From an optimization exercise on the open Yosys and OpenROAD flow, aimed at small area; shortcuts taken in it are not production practice. Function was checked by simulation only, so behaviour that the tests miss may differ from the original. Power and IR drop assume default switching activity.

==> violet: inputs <==
==> flow/design.v <==
`timescale 1ns / 1ps
module axis_extremum_finder
(
    input  wire                             aclk,
    input  wire                             aresetn,
    input  wire [4:0]                       log_count,
    input  wire [2:0]                       shift,
    output logic [15:0]                     lower_threshold,
    output logic [15:0]                     upper_threshold,
    input  wire [15:0]                      signal_a
);
    logic                                   measure;
    logic  [15:0]                           tmp_min, tmp_max;
    logic  [30:0]                           count;
    wire   [31:0]                           inc;
    wire                                    last;
    wire   [15:0]                           sum, center, d_min, d_max, new_min, new_max;
    wire   [15:0]                           sh_min, sh_max;
    wire   [30:0]                           upper;
    assign upper = 31'h7FFFFFFF << log_count;
    assign last  = (|(count & upper)) | (&(count | upper));
    assign inc   = count + 32'd1;
    vt_add #(.W(16)) u_sum  (.a(tmp_max), .b(tmp_min),  .cin(1'b0), .s(sum));
    assign center = {sum[15], sum[15:1]};
    vt_add #(.W(16)) u_dmin (.a(tmp_min), .b(~center), .cin(1'b1), .s(d_min));
    vt_add #(.W(16)) u_dmax (.a(tmp_max), .b(~center), .cin(1'b1), .s(d_max));
    assign sh_min = $signed(d_min) >>> shift;
    assign sh_max = $signed(d_max) >>> shift;
    vt_add #(.W(16)) u_nmin (.a(sh_min),  .b(center),  .cin(1'b0), .s(new_min));
    vt_add #(.W(16)) u_nmax (.a(sh_max),  .b(center),  .cin(1'b0), .s(new_max));
    always_ff @(posedge aclk) begin
        if (~aresetn) begin
            lower_threshold <= 16'h7FFF;
            upper_threshold <= 16'h8000;
            measure         <= 1'b0;
        end else begin
            if (measure && last) begin
                lower_threshold <= new_min;
                upper_threshold <= new_max;
            end
            measure         <= ~(measure & last);
        end
    end
    always_ff @(posedge aclk) begin
        if (~measure) begin
            tmp_min         <= 16'h7FFF;
            tmp_max         <= 16'h8000;
            count           <= 31'd0;
        end else begin
            if ($signed(signal_a) < $signed(tmp_min))
                tmp_min     <= signal_a;
            if ($signed(signal_a) > $signed(tmp_max))
                tmp_max     <= signal_a;
            count           <= inc[30:0];
        end
    end
endmodule
`timescale 1ns / 1ps
module axis_position_tracker
(
    input  wire                             aclk,
    input  wire                             aresetn,
    input  wire [15:0]                      lower_threshold,
    input  wire [15:0]                      upper_threshold,
    input  wire [4:0]                       log_scale,
    input  wire [15:0]                      signal_a,
    input  wire [15:0]                      signal_b,
    output logic [31:0]                     position
);
    localparam                              idle            = 2'b00,
                                            low             = 2'b01,
                                            high            = 2'b10;
    logic  [1:0]                            state;
    wire   [15:0]                           sum, center;
    wire                                    below, above, forward, step;
    wire   [31:0]                           y, run, flip, from_l;
    vt_add #(.W(16)) u_sum (.a(upper_threshold), .b(lower_threshold), .cin(1'b0), .s(sum));
    assign center  = {sum[15], sum[15:1]};
    assign below   = $signed(signal_a) < $signed(lower_threshold);
    assign above   = $signed(signal_a) > $signed(upper_threshold);
    assign forward = $signed(signal_b) > $signed(center);
    assign step    = (state == high) & below;
    assign from_l  = 32'hFFFFFFFF << log_scale;
    assign y       = (position ^ {32{~forward}}) | ~from_l;
    vt_prefix_and #(.W(32)) u_run (.x(y), .y(run));
    assign flip    = {32{step}} & from_l & run;
    always_ff @(posedge aclk) begin
        if (~aresetn) begin
            position        <= 32'd0;
            state           <= idle;
        end else begin
            position        <= position ^ flip;
            case (state)
                idle:    if (below) state <= low;
                low:     if (above) state <= high;
                high:    if (below) state <= low;
                default: ;
            endcase
        end
    end
endmodule
`timescale 1ns / 1ps
module axis_throttler
(
    input  wire                             aclk,
    input  wire                             aresetn,
    input  wire [4:0]                       log_throttle,
    output logic                            deny,
    output logic                            pass_        
);
    logic [30:0]                            count;
    wire  [31:0]                            inc;
    wire                                    last;
    wire  [30:0]                            upper;
    assign upper = 31'h7FFFFFFF << log_throttle;
    assign last  = (|(count & upper)) | (&(count | upper));
    assign inc   = count + 32'd1;
    always_ff @(posedge aclk) begin
        count <= (aresetn & ~last) ? inc[30:0] : 31'd0;
        deny  <= aresetn & ~last;
        pass_ <= ~aresetn | last;
    end
endmodule
`timescale 1ns / 1ps
module axis_differentiator
(
    input  wire                             aclk,
    input  wire                             aresetn,
    input  wire                             enable,
    input  wire                             load,        
    input  wire                             hold,        
    input  wire [31:0]                      din,
    output wire [31:0]                      dout
);
    logic  [31:0]                           x0, x1, x2, x3, x4, part, result;
    wire   [32:0]                           sum1, sum2;
    wire   [31:0]                           a, b, c, cs_s, cs_c, part_next, result_next;
    vt_add #(.W(33)) u_sum1 (.a({x4[31], x4}), .b(~{x0[31], x0}), .cin(1'b1), .s(sum1));
    vt_add #(.W(33)) u_sum2 (.a({x1[31], x1}), .b(~{x3[31], x3}), .cin(1'b1), .s(sum2));
    assign a      = {{2{sum1[32]}}, sum1[32:3]};
    assign b      = {{3{sum1[32]}}, sum1[32:4]};
    assign c      = ~{{4{sum2[32]}}, sum2[32:5]};
    assign cs_s   = a ^ b ^ c;
    assign cs_c   = (a & b) | (a & c) | (b & c);
    vt_add #(.W(32)) u_part (.a(cs_s), .b({cs_c[30:0], 1'b1}), .cin(1'b0), .s(part_next));
    vt_add #(.W(32)) u_res  (.a(part), .b(sum2[31:0]), .cin(1'b0), .s(result_next));
    assign dout = enable ? result : din;
    always_ff @(posedge aclk) begin
        x0     <= ({32{load}} & din)         | ({32{hold}} & x0);
        x1     <= ({32{load}} & x0)          | ({32{hold}} & x1);
        x2     <= ({32{load}} & x1)          | ({32{hold}} & x2);
        x3     <= ({32{load}} & x2)          | ({32{hold}} & x3);
        x4     <= ({32{load}} & x3)          | ({32{hold}} & x4);
        part   <= ({32{load}} & part_next)   | ({32{hold}} & part);
        result <= ({32{load}} & result_next) | ({32{hold}} & result);
    end
endmodule
`timescale 1ns / 1ps
module vibrometer_tracker
(
    input  wire                             clk,
    input  wire                             aresetn,
    input  wire [4:0]                       log_count_extremum,
    input  wire [2:0]                       shift_extremum,
    input  wire [4:0]                       log_scale,
    input  wire                             filter_enable,
    input  wire [4:0]                       log_throttle,
    input  wire [31:0]                      raw_tdata,
    output wire [15:0]                      lower_threshold,
    output wire [15:0]                      upper_threshold,
    output wire [31:0]                      position_tdata,
    output wire                             filter_tvalid,
    output wire [31:0]                      filter_tdata
);
    wire                                    deny, pass_;
    axis_extremum_finder axis_extremum_finder (
        .aclk               (clk),
        .aresetn            (aresetn),
        .log_count          (log_count_extremum),
        .shift              (shift_extremum),
        .lower_threshold    (lower_threshold),
        .upper_threshold    (upper_threshold),
        .signal_a           (raw_tdata[15:0])
    );
    axis_position_tracker axis_position_tracker (
        .aclk               (clk),
        .aresetn            (aresetn),
        .lower_threshold    (lower_threshold),
        .upper_threshold    (upper_threshold),
        .log_scale          (log_scale),
        .signal_a           (raw_tdata[15:0]),
        .signal_b           (raw_tdata[31:16]),
        .position           (position_tdata)
    );
    axis_throttler axis_throttler (
        .aclk               (clk),
        .aresetn            (aresetn),
        .log_throttle       (log_throttle),
        .deny               (deny),
        .pass_              (pass_)
    );
    assign filter_tvalid = aresetn & ~deny;
    axis_differentiator axis_differentiator (
        .aclk               (clk),
        .aresetn            (aresetn),
        .enable             (filter_enable),
        .load               (aresetn & pass_),
        .hold               (aresetn & deny),
        .din                (position_tdata),
        .dout               (filter_tdata)
    );
endmodule
module vt_add #
(
    parameter integer                       W = 32
)
(
    input  wire [W-1:0]                     a,
    input  wire [W-1:0]                     b,
    input  wire                             cin,
    output wire [W-1:0]                     s
);
    localparam integer                      LG = (W > 32) ? 6 : (W > 16) ? 5 : (W > 8) ? 4 : (W > 4) ? 3 : (W > 2) ? 2 : 1;
    wire   [W-1:0]                          p, g, gin;
    assign p   = a ^ b;
    assign g   = a & b;
    assign gin = {g[W-1:1], g[0] | (p[0] & cin)};
    genvar k, i;
    for (k = 0; k < 2 * LG; k = k + 1) begin : level
        localparam integer D = (k < LG) ? (1 << k) : (1 << (2 * LG - 1 - k));
        wire [W-1:0] gi, pi, go, po;
        if (k == 0) begin : first
            assign gi = gin;
            assign pi = p;
        end else begin : next
            assign gi = level[k-1].go;
            assign pi = level[k-1].po;
        end
        for (i = 0; i < W; i = i + 1) begin : bit_
            if ((k <  LG && i >= 2 * D - 1 && (i - (2 * D - 1)) % (2 * D) == 0) ||
                (k >= LG && i >= 3 * D - 1 && (i - (3 * D - 1)) % (2 * D) == 0)) begin : op
                assign go[i] = gi[i] | (pi[i] & gi[i - D]);
                assign po[i] = pi[i] & pi[i - D];
            end else begin : pass
                assign go[i] = gi[i];
                assign po[i] = pi[i];
            end
        end
    end
    assign s = p ^ {level[2*LG-1].go[W-2:0], cin};
endmodule
module vt_prefix_and #
(
    parameter integer                       W = 32
)
(
    input  wire [W-1:0]                     x,
    output wire [W-1:0]                     y
);
    localparam integer                      LG = (W > 32) ? 6 : (W > 16) ? 5 : (W > 8) ? 4 : (W > 4) ? 3 : (W > 2) ? 2 : 1;
    genvar k, i;
    for (k = 0; k < 2 * LG; k = k + 1) begin : level
        localparam integer D = (k < LG) ? (1 << k) : (1 << (2 * LG - 1 - k));
        wire [W-1:0] qi, qo;
        if (k == 0) begin : first
            assign qi = x;
        end else begin : next
            assign qi = level[k-1].qo;
        end
        for (i = 0; i < W; i = i + 1) begin : bit_
            if ((k <  LG && i >= 2 * D - 1 && (i - (2 * D - 1)) % (2 * D) == 0) ||
                (k >= LG && i >= 3 * D - 1 && (i - (3 * D - 1)) % (2 * D) == 0)) begin : op
                assign qo[i] = qi[i] & qi[i - D];
            end else begin : pass
                assign qo[i] = qi[i];
            end
        end
    end
    assign y = {level[2*LG-1].qo[W-2:0], 1'b1};
endmodule
==> flow/run.sh <==
#!/bin/bash
# synth_recipe.tcl (not shown) runs the flow's synth.tcl, then flattens the netlist and writes it again
# the make line also repeats each setting of config.mk as NAME=value (left out here)
make -C /OpenROAD-flow-scripts/flow DESIGN_CONFIG=/design/flow/config.mk WORK_HOME=/design/flow/orfs CLKGATE_MAP_FILE= SYNTH_SCRIPT=/design/flow/synth_recipe.tcl finish
==> flow/config.mk <==
export PLATFORM = sky130hd
export DESIGN_NAME = vibrometer_tracker
export DESIGN_NICKNAME = vibrometer_tracker
export VERILOG_FILES = /design/flow/design.v
export SDC_FILE = /design/flow/constraint.sdc
export NUM_CORES = 4
export LEC_CHECK = 0
export CAP_MARGIN = 20
export CORE_MARGIN = 2
export CORE_UTILIZATION = 40
export SLEW_MARGIN = 20
==> flow/constraint.sdc <==
create_clock -name core_clock -period 8.0 [get_ports {clk}]
set_input_delay 1.6000 -clock core_clock [delete_from_list [all_inputs] [get_ports {clk}]]
set_output_delay 1.6000 -clock core_clock [all_outputs]
set_load 0.01 [all_outputs]
==> pepper: changes against violet <==
--- a/flow/design.v
+++ b/flow/design.v
@@ -11,23 +11,31 @@
 );
     logic                                   measure;
     logic  [15:0]                           tmp_min, tmp_max;
-    logic  [30:0]                           count;
-    wire   [31:0]                           inc;
+    logic  [31:0]                           count1;      
     wire                                    last;
     wire   [15:0]                           sum, center, d_min, d_max, new_min, new_max;
     wire   [15:0]                           sh_min, sh_max;
-    wire   [30:0]                           upper;
-    assign upper = 31'h7FFFFFFF << log_count;
-    assign last  = (|(count & upper)) | (&(count | upper));
-    assign inc   = count + 32'd1;
+    wire   [31:0]                           inc;
+    wire                                    a_lt_min, a_gt_max;
+    vt_inc #(.W(32)) u_inc (.a(count1), .s(inc));
+    vt_lt  #(.W(16)) u_ltmin (.a(signal_a), .b(tmp_min), .lt(a_lt_min));
+    vt_lt  #(.W(16)) u_gtmax (.a(tmp_max), .b(signal_a), .lt(a_gt_max));
+    assign last = |(count1 & (32'hFFFFFFFF << log_count));
     vt_add #(.W(16)) u_sum  (.a(tmp_max), .b(tmp_min),  .cin(1'b0), .s(sum));
     assign center = {sum[15], sum[15:1]};
-    vt_add #(.W(16)) u_dmin (.a(tmp_min), .b(~center), .cin(1'b1), .s(d_min));
     vt_add #(.W(16)) u_dmax (.a(tmp_max), .b(~center), .cin(1'b1), .s(d_max));
-    assign sh_min = $signed(d_min) >>> shift;
     assign sh_max = $signed(d_max) >>> shift;
-    vt_add #(.W(16)) u_nmin (.a(sh_min),  .b(center),  .cin(1'b0), .s(new_min));
     vt_add #(.W(16)) u_nmax (.a(sh_max),  .b(center),  .cin(1'b0), .s(new_max));
+    wire   [15:0]                           top;
+    wire   [6:0]                            below;
+    wire                                    carry, wrap;
+    assign top    = ~(16'hFFFF >> shift);
+    assign below  = ~(7'h7F << shift);
+    assign carry  = sum[0] ? ((d_max[6:0] & below & 7'h7E) == 7'd0) : ((d_max[6:0] & below) == 7'd0);
+    assign wrap   = (d_max == 16'h8000) | (sum[0] & (d_max == 16'h8001));
+    assign sh_min = ~sh_max | ({16{wrap}} & top);
+    vt_add #(.W(16)) u_nmin (.a(sh_min),  .b(center),  .cin(carry), .s(d_min));
+    assign new_min = (shift == 3'd0) ? tmp_min : d_min;
     always_ff @(posedge aclk) begin
         if (~aresetn) begin
             lower_threshold <= 16'h7FFF;
@@ -45,13 +53,13 @@
         if (~measure) begin
             tmp_min         <= 16'h7FFF;
             tmp_max         <= 16'h8000;
-            count           <= 31'd0;
+            count1          <= 32'd1;
         end else begin
-            if ($signed(signal_a) < $signed(tmp_min))
+            if (a_lt_min)
                 tmp_min     <= signal_a;
-            if ($signed(signal_a) > $signed(tmp_max))
+            if (a_gt_max)
                 tmp_max     <= signal_a;
-            count           <= inc[30:0];
+            count1          <= inc;
         end
     end
 endmodule
@@ -108,17 +116,15 @@
     output logic                            deny,
     output logic                            pass_        
 );
-    logic [30:0]                            count;
-    wire  [31:0]                            inc;
+    logic [31:0]                            count1;
     wire                                    last;
-    wire  [30:0]                            upper;
-    assign upper = 31'h7FFFFFFF << log_throttle;
-    assign last  = (|(count & upper)) | (&(count | upper));
-    assign inc   = count + 32'd1;
+    wire  [31:0]                            inc;
+    vt_inc #(.W(32)) u_inc (.a(count1), .s(inc));
+    assign last = |(count1 & (32'hFFFFFFFF << log_throttle));
     always_ff @(posedge aclk) begin
-        count <= (aresetn & ~last) ? inc[30:0] : 31'd0;
-        deny  <= aresetn & ~last;
-        pass_ <= ~aresetn | last;
+        count1 <= (aresetn & ~last) ? inc : 32'd1;
+        deny   <= aresetn & ~last;
+        pass_  <= ~aresetn | last;
     end
 endmodule
 `timescale 1ns / 1ps
@@ -278,3 +284,39 @@
     end
     assign y = {level[2*LG-1].qo[W-2:0], 1'b1};
 endmodule
+module vt_inc #
+(
+    parameter integer                       W = 32
+)
+(
+    input  wire [W-1:0]                     a,
+    output wire [W-1:0]                     s
+);
+    wire   [W-1:0]                          c;
+    assign c[0] = 1'b1;
+    genvar i;
+    for (i = 1; i < W; i = i + 1) begin : carry
+        assign c[i] = c[i-1] & a[i-1];
+    end
+    assign s = a ^ c;
+endmodule
+module vt_lt #
+(
+    parameter integer                       W = 16
+)
+(
+    input  wire [W-1:0]                     a,
+    input  wire [W-1:0]                     b,
+    output wire                             lt
+);
+    wire   [W:0]                            c;       
+    wire   [W-1:0]                          aa, bb;
+    assign aa = {~a[W-1], a[W-2:0]};
+    assign bb = {~b[W-1], b[W-2:0]};
+    assign c[0] = 1'b0;
+    genvar i;
+    for (i = 0; i < W; i = i + 1) begin : borrow
+        assign c[i+1] = (~aa[i] & bb[i]) | (~(aa[i] ^ bb[i]) & c[i]);
+    end
+    assign lt = c[W];
+endmodule
==> flow/flow/run.sh (new file) <==
#!/bin/bash
# Standard layout (the standard.sh) with these changes:
#  - synthesis maps the logic with the ABC script flow/abc_map.script (area-oriented) and
#    leaves adders to ABC instead of extracting full/half adder cells (ADDER_MAP_FILE
#    empty); the Yosys script is otherwise the standard one, so the registers, their
#    names and their cells are unchanged
#  - port buffers use the smallest plain buffer instead of the default pick
#  - clock tree synthesis inserts no dummy loads and clusters up to 16 sinks per buffer
set -euo pipefail
W=$PWD
rm -rf "$W/scripts_abc"
cp -r "$FLOW_HOME/scripts" "$W/scripts_abc"
cp "$W/flow/abc_map.script" "$W/scripts_abc/abc_speed.script"
export BUFFER_PORTS_ARGS="-buffer_cell sky130_fd_sc_hd__buf_1"
export CTS_ARGS="-sink_clustering_enable -repair_clock_nets -dont_use_dummy_load -sink_clustering_size 16 -sink_clustering_max_diameter 80 -buf_list {sky130_fd_sc_hd__clkbuf_8}"
bash standard.sh SCRIPTS_DIR="$W/scripts_abc" ADDER_MAP_FILE= synth > synth_flow.log 2>&1
bash standard.sh finish > standard_flow.log 2>&1
==> flow/flow/abc_map.script (new file) <==
strash
dc2
dch
map -a
mfs2 -a
strash
dc2
dch
map -a
mfs2 -a
strash
dch
map -D 5500
topo
stime -c
upsize -c
dnsize -c
==> flow/standard.sh (new file) <==
#!/bin/bash
# synth_recipe.tcl (not shown) runs the flow's synth.tcl, then flattens the netlist and writes it again
# the make line also repeats each setting of config.mk as NAME=value (left out here)
make -C /OpenROAD-flow-scripts/flow DESIGN_CONFIG=/design/flow/config.mk WORK_HOME=/design/flow/orfs CLKGATE_MAP_FILE= SYNTH_SCRIPT=/design/flow/synth_recipe.tcl "${@:-finish}"
CORE_UTILIZATION = 65   (was 40)
removed: flow/run.sh
==> fjord: changes against violet <==
--- a/flow/design.v
+++ b/flow/design.v
@@ -11,23 +11,31 @@
 );
     logic                                   measure;
     logic  [15:0]                           tmp_min, tmp_max;
-    logic  [30:0]                           count;
-    wire   [31:0]                           inc;
+    logic  [31:0]                           count1;      
     wire                                    last;
     wire   [15:0]                           sum, center, d_min, d_max, new_min, new_max;
     wire   [15:0]                           sh_min, sh_max;
-    wire   [30:0]                           upper;
-    assign upper = 31'h7FFFFFFF << log_count;
-    assign last  = (|(count & upper)) | (&(count | upper));
-    assign inc   = count + 32'd1;
+    wire   [31:0]                           inc;
+    wire                                    a_lt_min, a_gt_max;
+    vt_inc #(.W(32)) u_inc (.a(count1), .s(inc));
+    vt_lt  #(.W(16)) u_ltmin (.a(signal_a), .b(tmp_min), .lt(a_lt_min));
+    vt_lt  #(.W(16)) u_gtmax (.a(tmp_max), .b(signal_a), .lt(a_gt_max));
+    assign last = |(count1 & (32'hFFFFFFFF << log_count));
     vt_add #(.W(16)) u_sum  (.a(tmp_max), .b(tmp_min),  .cin(1'b0), .s(sum));
     assign center = {sum[15], sum[15:1]};
-    vt_add #(.W(16)) u_dmin (.a(tmp_min), .b(~center), .cin(1'b1), .s(d_min));
     vt_add #(.W(16)) u_dmax (.a(tmp_max), .b(~center), .cin(1'b1), .s(d_max));
-    assign sh_min = $signed(d_min) >>> shift;
     assign sh_max = $signed(d_max) >>> shift;
-    vt_add #(.W(16)) u_nmin (.a(sh_min),  .b(center),  .cin(1'b0), .s(new_min));
     vt_add #(.W(16)) u_nmax (.a(sh_max),  .b(center),  .cin(1'b0), .s(new_max));
+    wire   [15:0]                           top;
+    wire   [6:0]                            below;
+    wire                                    carry, wrap;
+    assign top    = ~(16'hFFFF >> shift);
+    assign below  = ~(7'h7F << shift);
+    assign carry  = sum[0] ? ((d_max[6:0] & below & 7'h7E) == 7'd0) : ((d_max[6:0] & below) == 7'd0);
+    assign wrap   = (d_max == 16'h8000) | (sum[0] & (d_max == 16'h8001));
+    assign sh_min = ~sh_max | ({16{wrap}} & top);
+    vt_add #(.W(16)) u_nmin (.a(sh_min),  .b(center),  .cin(carry), .s(d_min));
+    assign new_min = (shift == 3'd0) ? tmp_min : d_min;
     always_ff @(posedge aclk) begin
         if (~aresetn) begin
             lower_threshold <= 16'h7FFF;
@@ -45,13 +53,13 @@
         if (~measure) begin
             tmp_min         <= 16'h7FFF;
             tmp_max         <= 16'h8000;
-            count           <= 31'd0;
+            count1          <= 32'd1;
         end else begin
-            if ($signed(signal_a) < $signed(tmp_min))
+            if (a_lt_min)
                 tmp_min     <= signal_a;
-            if ($signed(signal_a) > $signed(tmp_max))
+            if (a_gt_max)
                 tmp_max     <= signal_a;
-            count           <= inc[30:0];
+            count1          <= inc;
         end
     end
 endmodule
@@ -108,17 +116,15 @@
     output logic                            deny,
     output logic                            pass_        
 );
-    logic [30:0]                            count;
-    wire  [31:0]                            inc;
+    logic [31:0]                            count1;
     wire                                    last;
-    wire  [30:0]                            upper;
-    assign upper = 31'h7FFFFFFF << log_throttle;
-    assign last  = (|(count & upper)) | (&(count | upper));
-    assign inc   = count + 32'd1;
+    wire  [31:0]                            inc;
+    vt_inc #(.W(32)) u_inc (.a(count1), .s(inc));
+    assign last = |(count1 & (32'hFFFFFFFF << log_throttle));
     always_ff @(posedge aclk) begin
-        count <= (aresetn & ~last) ? inc[30:0] : 31'd0;
-        deny  <= aresetn & ~last;
-        pass_ <= ~aresetn | last;
+        count1 <= (aresetn & ~last) ? inc : 32'd1;
+        deny   <= aresetn & ~last;
+        pass_  <= ~aresetn | last;
     end
 endmodule
 `timescale 1ns / 1ps
@@ -278,3 +284,39 @@
     end
     assign y = {level[2*LG-1].qo[W-2:0], 1'b1};
 endmodule
+module vt_inc #
+(
+    parameter integer                       W = 32
+)
+(
+    input  wire [W-1:0]                     a,
+    output wire [W-1:0]                     s
+);
+    wire   [W-1:0]                          c;
+    assign c[0] = 1'b1;
+    genvar i;
+    for (i = 1; i < W; i = i + 1) begin : carry
+        assign c[i] = c[i-1] & a[i-1];
+    end
+    assign s = a ^ c;
+endmodule
+module vt_lt #
+(
+    parameter integer                       W = 16
+)
+(
+    input  wire [W-1:0]                     a,
+    input  wire [W-1:0]                     b,
+    output wire                             lt
+);
+    wire   [W:0]                            c;       
+    wire   [W-1:0]                          aa, bb;
+    assign aa = {~a[W-1], a[W-2:0]};
+    assign bb = {~b[W-1], b[W-2:0]};
+    assign c[0] = 1'b0;
+    genvar i;
+    for (i = 0; i < W; i = i + 1) begin : borrow
+        assign c[i+1] = (~aa[i] & bb[i]) | (~(aa[i] ^ bb[i]) & c[i]);
+    end
+    assign lt = c[W];
+endmodule
==> flow/flow/run.sh (new file) <==
#!/bin/bash
# Standard layout (the standard.sh) with these changes:
#  - synthesis maps the logic with the ABC script flow/abc_map.script (area-oriented) and
#    leaves adders to ABC instead of extracting full/half adder cells (ADDER_MAP_FILE
#    empty); the Yosys script is otherwise the standard one, so the registers, their
#    names and their cells are unchanged
#  - port buffers use the smallest plain buffer instead of the default pick
#  - clock tree synthesis inserts no dummy loads and clusters up to 16 sinks per buffer
set -euo pipefail
W=$PWD
rm -rf "$W/scripts_abc"
cp -r "$FLOW_HOME/scripts" "$W/scripts_abc"
cp "$W/flow/abc_map.script" "$W/scripts_abc/abc_speed.script"
export BUFFER_PORTS_ARGS="-buffer_cell sky130_fd_sc_hd__buf_1"
export CTS_ARGS="-sink_clustering_enable -repair_clock_nets -dont_use_dummy_load -sink_clustering_size 16 -sink_clustering_max_diameter 80 -buf_list {sky130_fd_sc_hd__clkbuf_8}"
bash standard.sh SCRIPTS_DIR="$W/scripts_abc" ADDER_MAP_FILE= synth > synth_flow.log 2>&1
bash standard.sh finish > standard_flow.log 2>&1
==> flow/flow/abc_map.script (new file) <==
strash
dc2
dch
map -a
mfs2 -a
strash
dc2
dch
map -a
mfs2 -a
strash
dch
map -D 6000
topo
stime -c
buffer -c
upsize -c
dnsize -c
==> flow/standard.sh (new file) <==
#!/bin/bash
# synth_recipe.tcl (not shown) runs the flow's synth.tcl, then flattens the netlist and writes it again
# the make line also repeats each setting of config.mk as NAME=value (left out here)
make -C /OpenROAD-flow-scripts/flow DESIGN_CONFIG=/design/flow/config.mk WORK_HOME=/design/flow/orfs CLKGATE_MAP_FILE= SYNTH_SCRIPT=/design/flow/synth_recipe.tcl "${@:-finish}"
removed: flow/run.sh
==> notes <==
pepper produced a clean layout. violet went through all stages and came out clean. fjord ran to the end with no violations.
The lowest maximum frequency belongs to violet, the highest to pepper.
Against violet, the via count of fjord is smaller by 1.3%.
In fjord the clock skew is higher than in pepper, by 0.0063 ns.
Synthesized cell count: violet < pepper < fjord.
Sequential share of layout area: violet < fjord < pepper.
The highest count of clock-buffer cells in the layout belongs to violet, the lowest to pepper.
==> figures <==
item	fjord	pepper	violet
Outcome	no timing/DRC/antenna violations	no timing/DRC/antenna violations	no timing/DRC/antenna violations
Portion of netlist area occupied by mux cells	0.0004282	0.0008578	0.03777
Inserted Clock Buffers	31	30	48
Worst-Skew Late Latency	0.69 ns	0.67 ns	0.61 ns
Seq cells post-synth	389	389	387
Number of logic inverters in the finished layout	573	565	305
Comb pwr	0.00308 W	0.00306 W	0.00896 W
Number of library cell types mapped by synthesis	78	88	76
Number of instances in the placed design	4383	4086	4178
Footprint of the flip-flops and latches	7791 um2	7787 um2	7751 um2
Most common cell after layout, fill and taps aside	sky130_fd_sc_hd__nand2_1	sky130_fd_sc_hd__nand2_1	sky130_fd_sc_hd__dfxtp_1
Vias in the first global route	20190	22260	21680
Xor and xnor fraction of the mapped netlist area	0.06524	0.06594	0.06436

[re-timing with driven ports]
In the flow no input, the clock included, has a driving cell. The finished layouts below were timed again as built, in two steps.
Step 1 assumes that a clkbuf_16 drives the clock port and a buf_2 every other input.
Step 2, shift: input delay + t, output delay - t, t = (earliest + latest rising clock arrival at the registers) / 2. This alone moves slack from input paths to output paths.
a / b / c = ideal ports / drivers / drivers and shift; a / b = the first two.
| run | shift t [ns] | setup slack, ns | hold WS [ns] | worst setup path after step 2 | worst register clock-pin slew, ns |
|---|---|---|---|---|---|
| violet | 0.655 | 0.457 / 0.457 / 0.457 | 0.440 / 0.440 / 0.440 | register to register | 0.06 / 0.06 |
| pepper | 0.698 | 0.870 / 0.870 / 0.483 | 0.432 / 0.432 / 0.432 | input to register | 0.11 / 0.11 |
| fjord | 0.720 | 0.724 / 0.724 / 0.448 | 0.433 / 0.433 / 0.433 | input to register | 0.11 / 0.11 |
After both steps setup and hold are still met in every run listed. The setup slack of pepper, which loses most, moves by 0.000 ns with the drivers and by -0.387 ns with both steps.
